This design comes from an exercise in tuning for small area on the open sky130 flow, not from production work. The RTL was checked by simulation tests, not by an equivalence proof against the original design. Power is estimated from default activity; no workload was simulated.

==> module ssdDrive, before the edit <==
module ssdDrive(clk, rst, bankLed, blinkOff, queueActive, notRdyCls, totalCus,
  C, O, last1, a, b, c, d, e, f, g, an0, an1, an2, an3);
  input clk, rst, bankLed, blinkOff, queueActive, notRdyCls, last1;
  input [7:0] totalCus, C, O;
  output a, b, c, d, e, f, g, an0, an1, an2, an3;
  localparam BL = 5'b10001, LL = 5'b10000, RR = 5'b11010;
  reg [4:0] k;
  reg [3:0] h;       
  reg [4:0] code;
  wire adv = k[4] & k[3] & ~k[0];
  wire [3:0] hn = {h[2], h[1], h[0], ~(h[0] | h[1] | h[2])};
  wire [3:0] S = rst ? 4'd0 : (adv ? hn : h);    
  wire lo = S[0] | S[2];
  wire right = S[0] | S[1];
  wire [3:0] tN = lo ? totalCus[3:0] : totalCus[7:4];
  wire [3:0] cN = lo ? C[3:0] : C[7:4];
  wire [3:0] oN = lo ? O[3:0] : O[7:4];
  wire useO = ~right ^ last1;
  wire showTot = right & (queueActive | notRdyCls);
  wire subC = right & ~queueActive & notRdyCls;
  wire bin = subC & ~lo & (totalCus[3:0] < C[3:0]);
  wire [3:0] p1 = showTot ? tN : (useO ? oN : cN);
  wire [3:0] p2 = subC ? cN : 4'd0;
  wire [3:0] numv = p1 - p2 - {3'd0, bin};
  wire [4:0] num = {1'b0, numv};
  reg [4:0] sel;
  always @(*) begin
    if (S == 4'd0) sel = BL;
    else if (!bankLed) sel = S[0] ? 5'd13 : S[1] ? 5'd5 : S[2] ? LL : 5'd12;
    else if (blinkOff) sel = BL;
    else if (queueActive) sel = right ? num : BL;
    else if (notRdyCls) sel = right ? num : S[2] ? 5'd12 : RR;
    else sel = num;
  end
  always @(posedge clk) begin
    k <= rst ? 5'd31 : (adv ? 5'd0 : k + 5'd1);
    h <= S;
    code <= sel;
  end
  assign {an3, an2, an1, an0} = ~h;
  localparam [111:0] HEX = 112'b0111000011000010000100110001110000000010000000100000000000011110100000010010010011000000110001001010011110000001;
  wire [6:0] hx = HEX[code[3:0]*7 +: 7];
  wire [6:0] seg = hx | {{3{code[4]}}, 2'b00, code[4] & code[3], 1'b0};
  assign {g, f, e, d, c, b, a} = seg;
endmodule
clock: 10.0 ns
lec_check: 0
abc_area: 1
cap_margin: 20
core_margin: 2
core_utilization: 60
slew_margin: 20
standard.sh (not shown) runs the stock make flow with config.mk's settings and CLKGATE_MAP_FILE= SYNTH_SCRIPT=/design/flow/synth_recipe.tcl, a recipe that flattens the netlist after the stock synthesis.
==> flow/flow/run.sh <==
#!/bin/bash
# Layout flow: the standard synthesis, then the combinational logic is
# re-mapped for area (registers kept as they are), then the standard ORFS
# layout with small port buffers and a clock tree without dummy loads.
set -euo pipefail
W=$(pwd)
F=$W/flow
R=$W/orfs/results/$FLOW_PLATFORM/board/base
L=$W/orfs/logs/$FLOW_PLATFORM/board/base

# 1. standard synthesis
bash standard.sh synth > $W/1_standard_synth.log 2>&1

# 2. area re-mapping of the combinational logic
cp $R/1_2_yosys.v $W/1_2_yosys_standard.v
DU=$(grep -o -- "-dont_use [A-Za-z0-9_]*" $L/1_2_yosys.log | awk '{print $2}' | sort -u | tr '\n' ' ')
REMAP_IN=$W/1_2_yosys_standard.v REMAP_OUT=$W/1_2_yosys_remap.v \
REMAP_LIB=$FLOW_HOME/platforms/$FLOW_PLATFORM/lib/sky130_fd_sc_hd__tt_025C_1v80.lib \
REMAP_ABC=$F/abc REMAP_DONTUSE="$DU" \
  yosys -c $F/remap.tcl > $W/2_remap.log 2>&1
cp $W/1_2_yosys_remap.v $R/1_2_yosys.v
rm -f $R/1_synth.odb $R/1_synth.sdc
bash standard.sh synth > $W/3_synth_odb.log 2>&1

# 3. the rest of the standard layout
export BUFFER_PORTS_ARGS="-buffer_cell sky130_fd_sc_hd__buf_1"
export CTS_ARGS="-sink_clustering_enable -repair_clock_nets -dont_use_dummy_load -buf_list sky130_fd_sc_hd__clkbuf_8 -sink_clustering_size 30 -sink_clustering_max_diameter 100"
bash standard.sh > $W/4_standard_layout.log 2>&1
Other scripts of this flow, unchanged in this note and not shown: flow/flow/abc/d0.abc, flow/flow/abc/d5.abc, flow/flow/abc/e1.abc, flow/flow/abc/e2.abc, flow/flow/abc/e3.abc, flow/flow/abc/e6.abc, flow/flow/abc/e7.abc, flow/flow/remap.tcl
Next try:
--- a/flow/design.v
+++ b/flow/design.v
@@ -167,13 +167,13 @@
   input [7:0] totalCus, C, O;
   output a, b, c, d, e, f, g, an0, an1, an2, an3;
   localparam BL = 5'b10001, LL = 5'b10000, RR = 5'b11010;
   reg [4:0] k;
   reg [3:0] h;       
   reg [4:0] code;
-  wire adv = k[4] & k[3] & ~k[0];
+  wire adv = (k == 5'd29);
   wire [3:0] hn = {h[2], h[1], h[0], ~(h[0] | h[1] | h[2])};
   wire [3:0] S = rst ? 4'd0 : (adv ? hn : h);    
   wire lo = S[0] | S[2];
   wire right = S[0] | S[1];
   wire [3:0] tN = lo ? totalCus[3:0] : totalCus[7:4];
   wire [3:0] cN = lo ? C[3:0] : C[7:4];
@@ -193,13 +193,13 @@
     else if (blinkOff) sel = BL;
     else if (queueActive) sel = right ? num : BL;
     else if (notRdyCls) sel = right ? num : S[2] ? 5'd12 : RR;
     else sel = num;
   end
   always @(posedge clk) begin
-    k <= rst ? 5'd31 : (adv ? 5'd0 : k + 5'd1);
+    k <= rst ? 5'd16 : (adv ? 5'd1 : {k[3:0], k[4] ^ k[2]});
     h <= S;
     code <= sel;
   end
   assign {an3, an2, an1, an0} = ~h;
   localparam [111:0] HEX = 112'b0111000011000010000100110001110000000010000000100000000000011110100000010010010011000000110001001010011110000001;
   wire [6:0] hx = HEX[code[3:0]*7 +: 7];
Result: The changed run completed with no timing, DRC or antenna violations. Sequential share of layout area came out higher by 0.54 points. Design area came out lower by 1.0%. Global-route usage came out lower by 1.9 points. Via count came out lower by 2.1%. First-iteration DRC count came out lower by 30%. Power came out lower by 31%. Critical path depth came out higher by 1. Maximum frequency came out higher by 9.0%. Die area came out lower by 0.94%. Worst setup slack is better by 0.48 ns. Cell count barely changes. Non-clock buffer count came out lower by 1. Register-to-register slack is better by 0.53 ns. Clock-buffer cell count is unchanged.

==> re-timing with driven ports <==
In the flow no input, the clock included, has a driving cell. The finished layouts below were timed again as built, in two steps.
Step 1 (the two cells are an assumption about what drives the block):
set clk [get_ports {clk}]
set_driving_cell -lib_cell sky130_fd_sc_hd__clkbuf_16 $clk
set_driving_cell -lib_cell sky130_fd_sc_hd__buf_2 [delete_from_list [all_inputs] $clk]
Step 2 also shifts input and output timing later by t, the mid clock arrival at the registers, as if the neighbouring blocks saw the same clock.
a / b / c = ideal / step 1 / step 2; a / b = the first two.
run	shift t [ns]	setup WS [ns]	worst setup path at the end	worst slew at a driven data input, ns	cell pins on the clock port's net
the first run	0.377	4.177 / 4.183 / 3.807	input to register	0.05	1
the second run	0.378	4.660 / 4.665 / 4.287	input to register	0.04	1
After both steps setup and hold are still met in every run listed. The setup slack of the second run, which loses most, moves by +0.005 ns with the drivers and by -0.373 ns with both steps.
